Context: an optimization exercise on an open-source flow, tuned for small area, a short achievable clock period and few clock cycles per item. The choices shown serve that exercise and are no tape-out recipe. RTL that was checked went through simulation tests only; none was proved equivalent to the original. Power and IR drop assume default switching activity.

==> run R <==
Design RV32I, start of the top module:
module RV32I(
    input         clk,
    input         rst,
    output [31:0] imem_addr,
    input  [31:0] imem_rdata,
    output [31:0] dmem_addr,
    output        dmem_re,
    output        dmem_we,
    output [3:0]  dmem_wstrb,
    output [31:0] dmem_wdata,
    input  [31:0] dmem_rdata,
    output        wb_valid,
    output [4:0]  wb_rd,
    output [31:0] wb_data
    );
Settings: LEC_CHECK=0, CAP_MARGIN=20, CORE_MARGIN=2, CORE_UTILIZATION=40, CTS_BUF_LIST=sky130_fd_sc_hd__clkbuf_8 sky130_fd_sc_hd__clkbuf_16, CTS_CLUSTER_DIAMETER=100, CTS_CLUSTER_SIZE=24, SLEW_MARGIN=20; clock period 11.0 ns.
standard.sh (not shown) runs the stock make flow with config.mk's settings and CLKGATE_MAP_FILE= SYNTH_SCRIPT=/design/flow/synth_recipe.tcl, a recipe that flattens the netlist after the stock synthesis.
==> flow/flow/run.sh <==
#!/bin/bash
# Layout flow: the standard synthesis, then the standard ORFS steps with
# two changes in how the layout is made:
#   - timing repair aims for a larger setup slack (SETUP_SLACK_MARGIN),
#   - the port buffers are buf_2 cells instead of the default pick.
# Each tool's output goes to a log file of its own in this folder.
set -euo pipefail
W=$(pwd)
MARGIN=${MARGIN:-7}

# standard synthesis, unchanged
bash standard.sh synth > synth.log 2>&1

# remaining steps
make -C "$FLOW_HOME" DESIGN_CONFIG="$FLOW_CONFIG" WORK_HOME="$W/orfs" \
  CLKGATE_MAP_FILE= SYNTH_SCRIPT="$W/synth_recipe.tcl" \
  SETUP_SLACK_MARGIN=$MARGIN \
  "BUFFER_PORTS_ARGS=-buffer_cell sky130_fd_sc_hd__buf_2" \
  finish > layout.log 2>&1

R="$W/orfs/results/$FLOW_PLATFORM/RV32I/base"
: # left out here: write the final layout as DEF
==> inputs of run C, as changes to run R <==
==> flow/design.v (replaced) <==
`timescale 1ns / 1ps
module RV32I(
    input         clk,
    input         rst,
    output [31:0] imem_addr,
    input  [31:0] imem_rdata,
    output [31:0] dmem_addr,
    output        dmem_re,
    output        dmem_we,
    output [3:0]  dmem_wstrb,
    output [31:0] dmem_wdata,
    input  [31:0] dmem_rdata,
    output        wb_valid,
    output [4:0]  wb_rd,
    output [31:0] wb_data
    );
    reg  [31:0] pc_q, tgt_q;
    reg         redir_q;
    reg  [31:0] a_e, b_e, t_e;
    reg  [12:0] i_e;
    reg  [4:0]  rd_e;
    reg         wen_e, ld_e, st_e, br_e, jmp_e, sub_e;
    reg  [2:0]  f3_e;
    reg         s_add_e, s_lt_e, s_ltu_e, s_xor_e, s_or_e, s_and_e,
                s_sll_e, s_sr_e, s_sra_e, s_t_e;
    reg         fa_m, fa_l, fa_w, fa_r;
    reg         fb_m, fb_l, fb_w, fb_r;
    reg         ft_m, ft_l, ft_w, ft_r;
    reg  [31:0] m_res, m_wdata;
    reg  [4:0]  m_rd;
    reg         m_wen, m_ld, m_re, m_we;
    reg  [3:0]  m_wstrb;
    reg  [2:0]  m_f3;
    reg  [31:0] l_res;
    reg  [4:0]  l_rd;
    reg         l_wen, l_ld;
    reg  [2:0]  l_f3;
    reg  [1:0]  l_alo;
    reg  [31:0] w_data;
    reg  [4:0]  w_rd;
    reg         w_wen;
    reg  [31:0] rf [1:31];
    wire [31:0] pc_f = redir_q ? tgt_q : pc_q;
    assign imem_addr  = pc_f;
    assign dmem_addr  = m_res;
    assign dmem_re    = m_re;
    assign dmem_we    = m_we;
    assign dmem_wstrb = m_wstrb;
    assign dmem_wdata = m_wdata;
    assign wb_valid   = w_wen;
    assign wb_rd      = w_rd;
    assign wb_data    = w_data;
    wire [31:0] opa = ({32{fa_m}} & m_res) | ({32{fa_l}} & l_res) |
                      ({32{fa_w}} & w_data) | ({32{fa_r}} & a_e);
    wire [31:0] opb = ({32{fb_m}} & m_res) | ({32{fb_l}} & l_res) |
                      ({32{fb_w}} & w_data) | ({32{fb_r}} & b_e);
    wire [31:0] opt = ({32{ft_m}} & m_res) | ({32{ft_l}} & l_res) |
                      ({32{ft_w}} & w_data) | ({32{ft_r}} & t_e);
    wire [31:0] sum = opa + (opb ^ {32{sub_e}}) + {31'b0, sub_e};
    wire        ltu = (opa < opb);
    wire        lt  = ltu ^ opa[31] ^ opb[31];
    wire        eq  = (opa == opb);
    wire [31:0] tadd = t_e + {{19{i_e[12]}}, i_e};
    reg  [31:0] sh_in, shl;
    integer k;
    always @(*) begin
        for (k = 0; k < 32; k = k + 1)
            sh_in[k] = s_sll_e ? opa[31-k] : opa[k];
    end
    wire [32:0] sh33 = $signed({s_sra_e & opa[31], sh_in}) >>> opb[4:0];
    wire [31:0] shr  = sh33[31:0];
    always @(*) begin
        for (k = 0; k < 32; k = k + 1)
            shl[k] = shr[31-k];
    end
    wire [31:0] res =
          ({32{s_add_e}} & sum)
        | ({32{s_lt_e}}  & {31'b0, lt})
        | ({32{s_ltu_e}} & {31'b0, ltu})
        | ({32{s_xor_e}} & (opa ^ opb))
        | ({32{s_or_e}}  & (opa | opb))
        | ({32{s_and_e}} & (opa & opb))
        | ({32{s_sll_e}} & shl)
        | ({32{s_sr_e}}  & shr)
        | ({32{s_t_e}}   & tadd);
    reg taken;
    always @(*) begin
        case (f3_e)
            3'b000:  taken = eq;
            3'b001:  taken = ~eq;
            3'b100:  taken = lt;
            3'b101:  taken = ~lt;
            3'b110:  taken = ltu;
            default: taken = ~ltu;
        endcase
    end
    wire redirect = jmp_e | (br_e & taken);
    wire [31:0] st_data = f3_e[1] ? opt :
                          f3_e[0] ? {opt[15:0], opt[15:0]} :
                                    {4{opt[7:0]}};
    wire [3:0]  st_strb = f3_e[1] ? 4'b1111 :
                          f3_e[0] ? (sum[1] ? 4'b1100 : 4'b0011) :
                                    (4'b0001 << sum[1:0]);
    reg  [31:0] ld_val;
    wire [31:0] ld_sh = dmem_rdata >> {l_alo, 3'b000};
    always @(*) begin
        case (l_f3)
            3'b000:  ld_val = {{24{ld_sh[7]}},  ld_sh[7:0]};
            3'b001:  ld_val = {{16{ld_sh[15]}}, ld_sh[15:0]};
            3'b100:  ld_val = {24'b0, ld_sh[7:0]};
            3'b101:  ld_val = {16'b0, ld_sh[15:0]};
            default: ld_val = dmem_rdata;
        endcase
    end
    wire [31:0] ins = imem_rdata;
    wire [6:0] op  = ins[6:0];
    wire [2:0] f3  = ins[14:12];
    wire [4:0] rs1 = ins[19:15];
    wire [4:0] rs2 = ins[24:20];
    wire [4:0] rd  = ins[11:7];
    wire d_lui   = (op[6:2] == 5'b01101);
    wire d_auipc = (op[6:2] == 5'b00101);
    wire d_jal   = (op[6:2] == 5'b11011);
    wire d_jalr  = (op[6:2] == 5'b11001);
    wire d_br    = (op[6:2] == 5'b11000);
    wire d_ld    = (op[6:2] == 5'b00000);
    wire d_st    = (op[6:2] == 5'b01000);
    wire d_opi   = (op[6:2] == 5'b00100);
    wire d_op    = (op[6:2] == 5'b01100);
    wire d_alu   = d_op | d_opi;
    wire d_wen   = (d_lui | d_auipc | d_jal | d_jalr | d_ld | d_alu) & (rd != 5'd0);
    wire use1    = ~(d_lui | d_auipc | d_jal);
    wire use2    = d_op | d_br;           
    wire use2t   = d_st;                  
    wire [31:0] imm_i = {{20{ins[31]}}, ins[31:20]};
    wire [31:0] imm_s = {{20{ins[31]}}, ins[31:25], ins[11:7]};
    wire [31:0] imm_u = {ins[31:12], 12'b0};
    wire [31:0] imm_j = {{12{ins[31]}}, ins[19:12], ins[20], ins[30:21], 1'b0};
    wire [12:0] imm_b = {ins[31], ins[7], ins[30:25], ins[11:8], 1'b0};
    wire [31:0] imm   = d_st ? imm_s :
                        (d_lui | d_auipc) ? imm_u :
                        d_jal ? imm_j : imm_i;
    wire [31:0] rf1 = (rs1 == 5'd0) ? 32'd0 :
                      (w_wen && w_rd == rs1) ? w_data : rf[rs1];
    wire [31:0] rf2 = (rs2 == 5'd0) ? 32'd0 :
                      (w_wen && w_rd == rs2) ? w_data : rf[rs2];
    wire hz1   = use1 & m_ld & m_wen & (m_rd == rs1);
    wire hz2   = (use2 | use2t) & m_ld & m_wen & (m_rd == rs2);
    wire stall = hz1 | hz2;
    wire go_e  = ~redirect & ~stall;
    wire a_m = use1 & wen_e & (rd_e == rs1);
    wire a_l = use1 & m_wen & (m_rd == rs1);
    wire a_w = use1 & l_wen & (l_rd == rs1);
    wire b_m = use2 & wen_e & (rd_e == rs2);
    wire b_l = use2 & m_wen & (m_rd == rs2);
    wire b_w = use2 & l_wen & (l_rd == rs2);
    wire t_m = use2t & wen_e & (rd_e == rs2);
    wire t_l = use2t & m_wen & (m_rd == rs2);
    wire t_w = use2t & l_wen & (l_rd == rs2);
    always @(posedge clk) begin
        if (rst) begin
            pc_q    <= 32'd0;
            redir_q <= 1'b0;
        end else begin
            redir_q <= redirect;
            pc_q    <= stall ? pc_f : pc_f + 32'd4;
        end
        if (redirect)
            tgt_q <= jmp_e ? {sum[31:1], 1'b0} : tadd;
        if (rst || !go_e) begin
            wen_e <= 1'b0;
            ld_e  <= 1'b0;
            st_e  <= 1'b0;
            br_e  <= 1'b0;
            jmp_e <= 1'b0;
        end else begin
            wen_e <= d_wen;
            ld_e  <= d_ld;
            st_e  <= d_st;
            br_e  <= d_br;
            jmp_e <= d_jal | d_jalr;
        end
        a_e   <= (d_jal | d_auipc) ? pc_f : d_lui ? 32'd0 : rf1;
        b_e   <= use2 ? rf2 : imm;
        t_e   <= d_st ? rf2 : pc_f;
        i_e   <= d_br ? imm_b : 13'd4;
        rd_e  <= rd;
        f3_e  <= f3;
        sub_e <= d_op & (f3 == 3'b000) & ins[30];
        s_add_e <= (~d_alu & ~d_jal & ~d_jalr) | (d_alu & (f3 == 3'b000));
        s_lt_e  <= d_alu & (f3 == 3'b010);
        s_ltu_e <= d_alu & (f3 == 3'b011);
        s_xor_e <= d_alu & (f3 == 3'b100);
        s_or_e  <= d_alu & (f3 == 3'b110);
        s_and_e <= d_alu & (f3 == 3'b111);
        s_sll_e <= d_alu & (f3 == 3'b001);
        s_sr_e  <= d_alu & (f3 == 3'b101);
        s_sra_e <= ins[30] & (f3 == 3'b101);
        s_t_e   <= d_jal | d_jalr;
        fa_m <= a_m;
        fa_l <= ~a_m & a_l;
        fa_w <= ~a_m & ~a_l & a_w;
        fa_r <= ~a_m & ~a_l & ~a_w;
        fb_m <= b_m;
        fb_l <= ~b_m & b_l;
        fb_w <= ~b_m & ~b_l & b_w;
        fb_r <= ~b_m & ~b_l & ~b_w;
        ft_m <= t_m;
        ft_l <= ~t_m & t_l;
        ft_w <= ~t_m & ~t_l & t_w;
        ft_r <= ~t_m & ~t_l & ~t_w;
        if (rst) begin
            m_wen <= 1'b0;
            m_ld  <= 1'b0;
            m_re  <= 1'b0;
            m_we  <= 1'b0;
        end else begin
            m_wen <= wen_e;
            m_ld  <= ld_e;
            m_re  <= ld_e;
            m_we  <= st_e;
        end
        m_res   <= res;
        m_rd    <= rd_e;
        m_f3    <= f3_e;
        m_wdata <= st_data;
        m_wstrb <= st_strb;
        l_wen <= ~rst & m_wen;
        l_ld  <= m_ld;
        l_res <= m_res;
        l_rd  <= m_rd;
        l_f3  <= m_f3;
        l_alo <= m_res[1:0];
        w_wen  <= ~rst & l_wen;
        w_rd   <= l_rd;
        w_data <= l_ld ? ld_val : l_res;
    end
    integer i;
    always @(posedge clk) begin
        for (i = 1; i < 32; i = i + 1)
            if (rst || (w_wen && w_rd == i[4:0]))
                rf[i] <= rst ? 32'd0 : w_data;
    end
endmodule
==> flow/flow/run.sh (replaced) <==
#!/bin/bash
# Layout flow: the standard synthesis, then the standard ORFS steps with
# two changes in how the layout is made:
#   - timing repair aims for a larger setup slack (SETUP_SLACK_MARGIN),
#   - the port buffers are buf_4 cells instead of the default pick.
# Each tool's output goes to a log file of its own in this folder.
set -euo pipefail
W=$(pwd)
MARGIN=${MARGIN:-7}

# standard synthesis, unchanged
bash standard.sh synth > synth.log 2>&1

# remaining steps
make -C "$FLOW_HOME" DESIGN_CONFIG="$FLOW_CONFIG" WORK_HOME="$W/orfs" \
  CLKGATE_MAP_FILE= SYNTH_SCRIPT="$W/synth_recipe.tcl" \
  SETUP_SLACK_MARGIN=$MARGIN \
  "BUFFER_PORTS_ARGS=-buffer_cell sky130_fd_sc_hd__buf_4" \
  finish > layout.log 2>&1

R="$W/orfs/results/$FLOW_PLATFORM/RV32I/base"
: # left out here: write the final layout as DEF
- CTS_BUF_LIST: sky130_fd_sc_hd__clkbuf_8 sky130_fd_sc_hd__clkbuf_16 -> default
- CTS_CLUSTER_DIAMETER: 100 -> default
- CTS_CLUSTER_SIZE: 24 -> default
==> inputs of run D, as changes to run R <==
--- a/flow/design.v
+++ b/flow/design.v
@@ -10,38 +10,41 @@
     output [3:0]  dmem_wstrb,
     output [31:0] dmem_wdata,
     input  [31:0] dmem_rdata,
     output        wb_valid,
     output [4:0]  wb_rd,
     output [31:0] wb_data
     );
     reg  [31:0] pc_f;
+    reg         hfix;       
     reg         kill_e;
     reg         rst_q;      
     reg  [31:0] a_e, b_e, t_e;
-    reg  [12:0] i_e;
+    reg         t_c;        
     reg  [4:0]  rd_e;
     reg         wen_e, ld_e, st_e, br_e, p_e, jmp_e, sub_e;
     reg  [2:0]  f3_e;
     reg         s_add_e, s_lt_e, s_ltu_e, s_xor_e, s_or_e, s_and_e,
                 s_sll_e, s_sr_e, s_sra_e, s_t_e;
     reg         fa_m, fa_l, fa_w, fa_r;
     reg         fb_m, fb_l, fb_w, fb_r;
     reg         ft_m, ft_l, ft_w, ft_r;
     reg  [31:0] m_res, m_wdata;
     reg  [4:0]  m_rd;
     reg         m_wen, m_ld, m_re, m_we;
     reg  [3:0]  m_wstrb;
     reg  [2:0]  m_f3;
     reg  [31:0] l_res;
     reg  [4:0]  l_rd;
-    reg         l_wen, l_ld;
-    reg  [2:0]  l_f3;
-    reg  [1:0]  l_alo;
+    reg         l_wen, l_nld;
+    reg  [3:0]  l_b;        
+    reg         l_h1, l_h3, l_w;    
+    reg  [3:0]  l_sb;       
+    reg  [1:0]  l_sh;       
     reg  [31:0] w_data;
     reg  [4:0]  w_rd;
     reg         w_wen;
     reg  [32*32-1:32] rfv;      
     assign imem_addr  = pc_f;
     assign dmem_addr  = m_res;
     assign dmem_re    = m_re;
     assign dmem_we    = m_we;
@@ -51,22 +54,20 @@
     assign wb_rd      = w_rd;
     assign wb_data    = w_data;
     wire [31:0] opa = ({32{fa_m}} & m_res) | ({32{fa_l}} & l_res) |
                       ({32{fa_w}} & w_data) | ({32{fa_r}} & a_e);
     wire [31:0] opb = ({32{fb_m}} & m_res) | ({32{fb_l}} & l_res) |
                       ({32{fb_w}} & w_data) | ({32{fb_r}} & b_e);
     wire [31:0] opt = ({32{ft_m}} & m_res) | ({32{ft_l}} & l_res) |
                       ({32{ft_w}} & w_data) | ({32{ft_r}} & t_e);
-    wire [32:0] sum33 = {1'b0, opa} + {1'b0, opb ^ {32{sub_e}}} + {32'b0, sub_e};
-    wire [31:0] sum = sum33[31:0];
-    wire        ltu = ~sum33[32];
+    wire [31:0] sum = opa + (opb ^ {32{sub_e}}) + {31'b0, sub_e};
+    wire        ltu = (opa < opb);
     wire        lt  = ltu ^ opa[31] ^ opb[31];
     wire        eq  = (opa == opb);
-    wire [31:0] tadd = t_e + {{19{i_e[12]}}, i_e};
     reg  [31:0] sh_in, shl;
     integer k;
     always @(*) begin
         for (k = 0; k < 32; k = k + 1)
             sh_in[k] = s_sll_e ? opa[31-k] : opa[k];
     end
     wire [32:0] sh33 = $signed({s_sra_e & opa[31], sh_in}) >>> opb[4:0];
     wire [31:0] shr  = sh33[31:0];
@@ -78,48 +79,46 @@
           ({32{s_add_e}} & sum)
         | ({32{s_lt_e}}  & {31'b0, lt})
         | ({32{s_ltu_e}} & {31'b0, ltu})
         | ({32{s_xor_e}} & (opa ^ opb))
         | ({32{s_or_e}}  & (opa | opb))
         | ({32{s_and_e}} & (opa & opb))
         | ({32{s_sll_e}} & shl)
         | ({32{s_sr_e}}  & shr)
-        | ({32{s_t_e}}   & tadd);
+        | ({32{s_t_e}}   & t_e);
     reg taken;
     always @(*) begin
         case (f3_e)
             3'b000:  taken = eq;
             3'b001:  taken = ~eq;
             3'b100:  taken = lt;
             3'b101:  taken = ~lt;
             3'b110:  taken = ltu;
             default: taken = ~ltu;
         endcase
     end
     wire redirect = ~kill_e & (jmp_e | (br_e & (taken ^ p_e)));
-    wire [31:0] target = jmp_e ? {sum[31:1], 1'b0} : tadd;
+    wire [17:0] t_hi   = t_e[31:14] + {17'd0, t_c};
+    wire [31:0] target = jmp_e ? {sum[31:1], 1'b0} : {t_hi, t_e[13:0]};
     wire [31:0] st_data = f3_e[1] ? opt :
                           f3_e[0] ? {opt[15:0], opt[15:0]} :
                                     {4{opt[7:0]}};
     wire [3:0]  st_strb = f3_e[1] ? 4'b1111 :
                           f3_e[0] ? (sum[1] ? 4'b1100 : 4'b0011) :
                                     (4'b0001 << sum[1:0]);
-    reg  [31:0] ld_val;
-    wire [31:0] ld_sh = dmem_rdata >> {l_alo, 3'b000};
-    always @(*) begin
-        case (l_f3)
-            3'b000:  ld_val = {{24{ld_sh[7]}},  ld_sh[7:0]};
-            3'b001:  ld_val = {{16{ld_sh[15]}}, ld_sh[15:0]};
-            3'b100:  ld_val = {24'b0, ld_sh[7:0]};
-            3'b101:  ld_val = {16'b0, ld_sh[15:0]};
-            default: ld_val = dmem_rdata;
-        endcase
-    end
-    wire [31:0] l_val = l_ld ? ld_val : l_res;
+    wire [31:0] d  = dmem_rdata;
+    wire        sb = |(l_sb & {d[31], d[23], d[15], d[7]});
+    wire        sh = |(l_sh & {d[31], d[15]});
+    wire [31:0] l_val =
+          {24'd0, ({8{l_b[0]}} & d[7:0])   | ({8{l_b[1]}} & d[15:8]) |
+                  ({8{l_b[2]}} & d[23:16]) | ({8{l_b[3]}} & d[31:24])}
+        | {16'd0, ({8{l_h1}} & d[15:8]) | ({8{l_h3}} & d[31:24]) | {8{sb}}, 8'd0}
+        | {({16{l_w}} & d[31:16]) | {16{sb | sh}}, 16'd0}
+        | ({32{l_nld}} & l_res);
     wire [31:0] ins = imem_rdata;
     wire [6:0] op  = ins[6:0];
     wire [2:0] f3  = ins[14:12];
     wire [4:0] rs1 = ins[19:15];
     wire [4:0] rs2 = ins[24:20];
     wire [4:0] rd  = ins[11:7];
     wire d_lui   = (op[6:2] == 5'b01101);
     wire d_auipc = (op[6:2] == 5'b00101);
@@ -135,20 +134,25 @@
     wire use1    = ~(d_lui | d_auipc | d_jal);
     wire use2    = d_op | d_br;           
     wire use2t   = d_st;                  
     wire [31:0] imm_i = {{20{ins[31]}}, ins[31:20]};
     wire [31:0] imm_s = {{20{ins[31]}}, ins[31:25], ins[11:7]};
     wire [31:0] imm_u = {ins[31:12], 12'b0};
     wire [31:0] imm_j = {{12{ins[31]}}, ins[19:12], ins[20], ins[30:21], 1'b0};
     wire [12:0] imm_b = {ins[31], ins[7], ins[30:25], ins[11:8], 1'b0};
+    wire [17:0] pc_hi  = pc_f[31:14];
+    wire [17:0] pc_him = pc_hi - 18'd1;
+    wire [31:0] pcx    = {hfix ? pc_him : pc_hi, pc_f[13:0]};
+    wire [14:0] bt_lo  = {1'b0, pc_f[13:0]} + {1'b0, imm_b[12], imm_b};
+    wire [31:0] br_tgt = {pcx[31:14], bt_lo[13:0]};
+    wire [12:0] pc4_lo = {1'b0, pc_f[13:2]} + 13'd1;
+    wire [17:0] pc_hip = hfix ? pc_hi : pc_hi + 18'd1;
+    wire [31:0] pc4    = {pc4_lo[12] ? pc_hip : pcx[31:14], pc4_lo[11:0], 2'b00};
     wire        d_bp  = d_br & ins[31];
-    wire [13:0] bp_lo = {1'b0, pc_f[12:0]} + {1'b0, imm_b};
-    wire [18:0] pc_hm = pc_f[31:13] - 19'd1;
-    wire [31:0] bp_tgt = {bp_lo[13] ? pc_f[31:13] : pc_hm, bp_lo[12:0]};
     wire [31:0] imm   = d_st ? imm_s :
                         (d_lui | d_auipc) ? imm_u :
                         d_jal ? imm_j : imm_i;
     reg  [31:0] rf1, rf2;
     integer j;
     always @(*) begin
         rf1 = 32'd0;
         rf2 = 32'd0;
@@ -167,46 +171,49 @@
     wire b_m = use2 & e_wen & (rd_e == rs2);
     wire b_l = use2 & m_wen & (m_rd == rs2);
     wire b_w = use2 & l_wen & (l_rd == rs2);
     wire t_m = use2t & e_wen & (rd_e == rs2);
     wire t_l = use2t & m_wen & (m_rd == rs2);
     wire t_w = use2t & l_wen & (l_rd == rs2);
     always @(posedge clk) begin
         rst_q <= rst;
+        if (rst || redirect)
+            hfix <= 1'b0;
+        else if (!stall)
+            hfix <= d_bp & ~bt_lo[14];
         if (rst)
             pc_f <= 32'd0;
         else if (redirect)
             pc_f <= target;
         else if (!stall)
-            pc_f <= d_bp ? bp_tgt : pc_f + 32'd4;
+            pc_f <= d_bp ? br_tgt : pc4;
         kill_e <= ~rst & redirect;
         if (rst || stall) begin
             wen_e <= 1'b0;
             ld_e  <= 1'b0;
             st_e  <= 1'b0;
             br_e  <= 1'b0;
             p_e   <= 1'b0;
             jmp_e <= 1'b0;
         end else begin
             wen_e <= d_wen;
             ld_e  <= d_ld;
             st_e  <= d_st;
             br_e  <= d_br;
             p_e   <= d_bp;
             jmp_e <= d_jal | d_jalr;
         end
-        a_e   <= (d_jal | d_auipc) ? pc_f : d_lui ? 32'd0 : rf1;
+        a_e   <= (d_jal | d_auipc) ? pcx : d_lui ? 32'd0 : rf1;
         b_e   <= use2 ? rf2 : imm;
-        t_e   <= d_st ? rf2 : pc_f;
-        i_e   <= (d_br & ~d_bp) ? imm_b : 13'd4;
+        t_e   <= d_st ? rf2 : (d_br & ~d_bp) ? br_tgt : pc4;
+        t_c   <= d_br & ~d_bp & bt_lo[14];
         rd_e  <= rd;
         f3_e  <= f3;
-        sub_e <= d_br | (d_alu & (f3 == 3'b010 || f3 == 3'b011)) |
-                 (d_op & (f3 == 3'b000) & ins[30]);
+        sub_e <= d_op & (f3 == 3'b000) & ins[30];
         s_add_e <= (~d_alu & ~d_jal & ~d_jalr) | (d_alu & (f3 == 3'b000));
         s_lt_e  <= d_alu & (f3 == 3'b010);
         s_ltu_e <= d_alu & (f3 == 3'b011);
         s_xor_e <= d_alu & (f3 == 3'b100);
         s_or_e  <= d_alu & (f3 == 3'b110);
         s_and_e <= d_alu & (f3 == 3'b111);
         s_sll_e <= d_alu & (f3 == 3'b001);
         s_sr_e  <= d_alu & (f3 == 3'b101);
@@ -236,24 +243,39 @@
             m_we  <= st_e & ~kill_e;
         end
         m_res   <= res;
         m_rd    <= rd_e;
         m_f3    <= f3_e;
         m_wdata <= st_data;
         m_wstrb <= st_strb;
         l_wen <= ~rst & m_wen;
-        l_ld  <= m_ld;
         l_res <= m_res;
+        l_nld <= ~rst & ~m_ld;
+        if (rst || !m_ld) begin
+            l_b  <= 4'd0;
+            l_h1 <= 1'b0;
+            l_h3 <= 1'b0;
+            l_w  <= 1'b0;
+            l_sb <= 4'd0;
+            l_sh <= 2'd0;
+        end else begin
+            l_b  <= m_f3[1] ? 4'b0001 :
+                    m_f3[0] ? (m_res[1] ? 4'b0100 : 4'b0001) :
+                              (4'b0001 << m_res[1:0]);
+            l_h1 <= m_f3[1] | (m_f3[0] & ~m_res[1]);
+            l_h3 <= ~m_f3[1] & m_f3[0] & m_res[1];
+            l_w  <= m_f3[1];
+            l_sb <= (m_f3 == 3'b000) ? (4'b0001 << m_res[1:0]) : 4'd0;
+            l_sh <= (m_f3 == 3'b001) ? (m_res[1] ? 2'b10 : 2'b01) : 2'd0;
+        end
         l_rd  <= m_rd;
-        l_f3  <= m_f3;
-        l_alo <= m_res[1:0];
         w_wen  <= ~rst & l_wen;
         w_rd   <= l_rd;
         w_data <= l_val;
     end
     integer i;
     always @(posedge clk) begin
         for (i = 1; i < 32; i = i + 1)
             if (rst_q || (l_wen && l_rd == i[4:0]))
-                rfv[32*i +: 32] <= rst_q ? 32'd0 : l_val;
+                rfv[32*i +: 32] <= l_val;
     end
 endmodule
- CTS_CLUSTER_DIAMETER: 100 -> 80
- CTS_CLUSTER_SIZE: 24 -> 20
==> qor summary <==
item                                                                        run C           run R           run D
Outcome                                                            finished clean  finished clean  finished clean
Synthesized Nets                                                             6109            5670            5547
Placement Rows                                                                150             146             145
Sequential logic power                                                    7.76 mW         7.50 mW         7.50 mW
Count of yosys warnings during synthesis                                       34               1               1
Placed Area                                                             72080 µm²       67950 µm²       67640 µm²
Clock buffer cells                                                            191              67              86
ClkCell Share                                                              5.743%          2.632%          3.581%
Number of antenna violations at the first check in global routing              26              23              42
Clock group share of total power                                            29.6%           20.8%           24.2%
Worst Path Buf+Inv                                                              5               4               9
Critical R2R Capture                                                    m_res[10]        pc_f[28]        pc_f[19]
CP startpoint                                                             redir_q            fb_r            fb_m
DR vias                                                                     66781           59237           59871
Leakage power total                                                      31.22 nW        26.92 nW        27.16 nW
Post-layout instance area                                               84530 µm²       74340 µm²       75600 µm²
Well-Tap Cells                                                               2204            2072            2058
Share of synthesized cell area in and, or, nand and nor gates              10.50%          9.923%          9.337%
Testbench counts of run R, summed over its fixed seeds: cycles 81,143, instrs 73,713.
Testbench counts of run D, summed over its fixed seeds: cycles 81,143, instrs 73,713.
The RTL of run C was laid out without a check of its function.

[separate check: timing with driven ports]
Ports are ideal in the flow. The routed layouts listed here were re-timed in OpenROAD. Step 1 (the two cells are an assumption about what drives the block):
set clk [get_ports {clk}]
set_driving_cell -lib_cell sky130_fd_sc_hd__clkbuf_16 $clk
set_driving_cell -lib_cell sky130_fd_sc_hd__buf_2 [delete_from_list [all_inputs] $clk]
Step 2 also shifts input and output timing later by t, the mid clock arrival at the registers, as if the neighbouring blocks saw the same clock. Three values: ideal ports, drivers, drivers and shift; two values: the first two.
run	t (ns)	setup slack, ns	worst hold slack (ns)	pins driven straight from the clock port
run R	0.801	6.324 / 6.324 / 5.668	0.337 / 0.337 / 0.337	1
run C	0.891	6.452 / 6.377 / 5.849	0.338 / 0.338 / 0.338	1
run D	0.836	6.780 / 6.780 / 5.985	0.400 / 0.400 / 0.400	1
After both steps every run listed still meets setup and hold. For run D, which loses most, drivers alone change the setup slack by 0.000 ns; drivers and shift together by -0.795 ns.
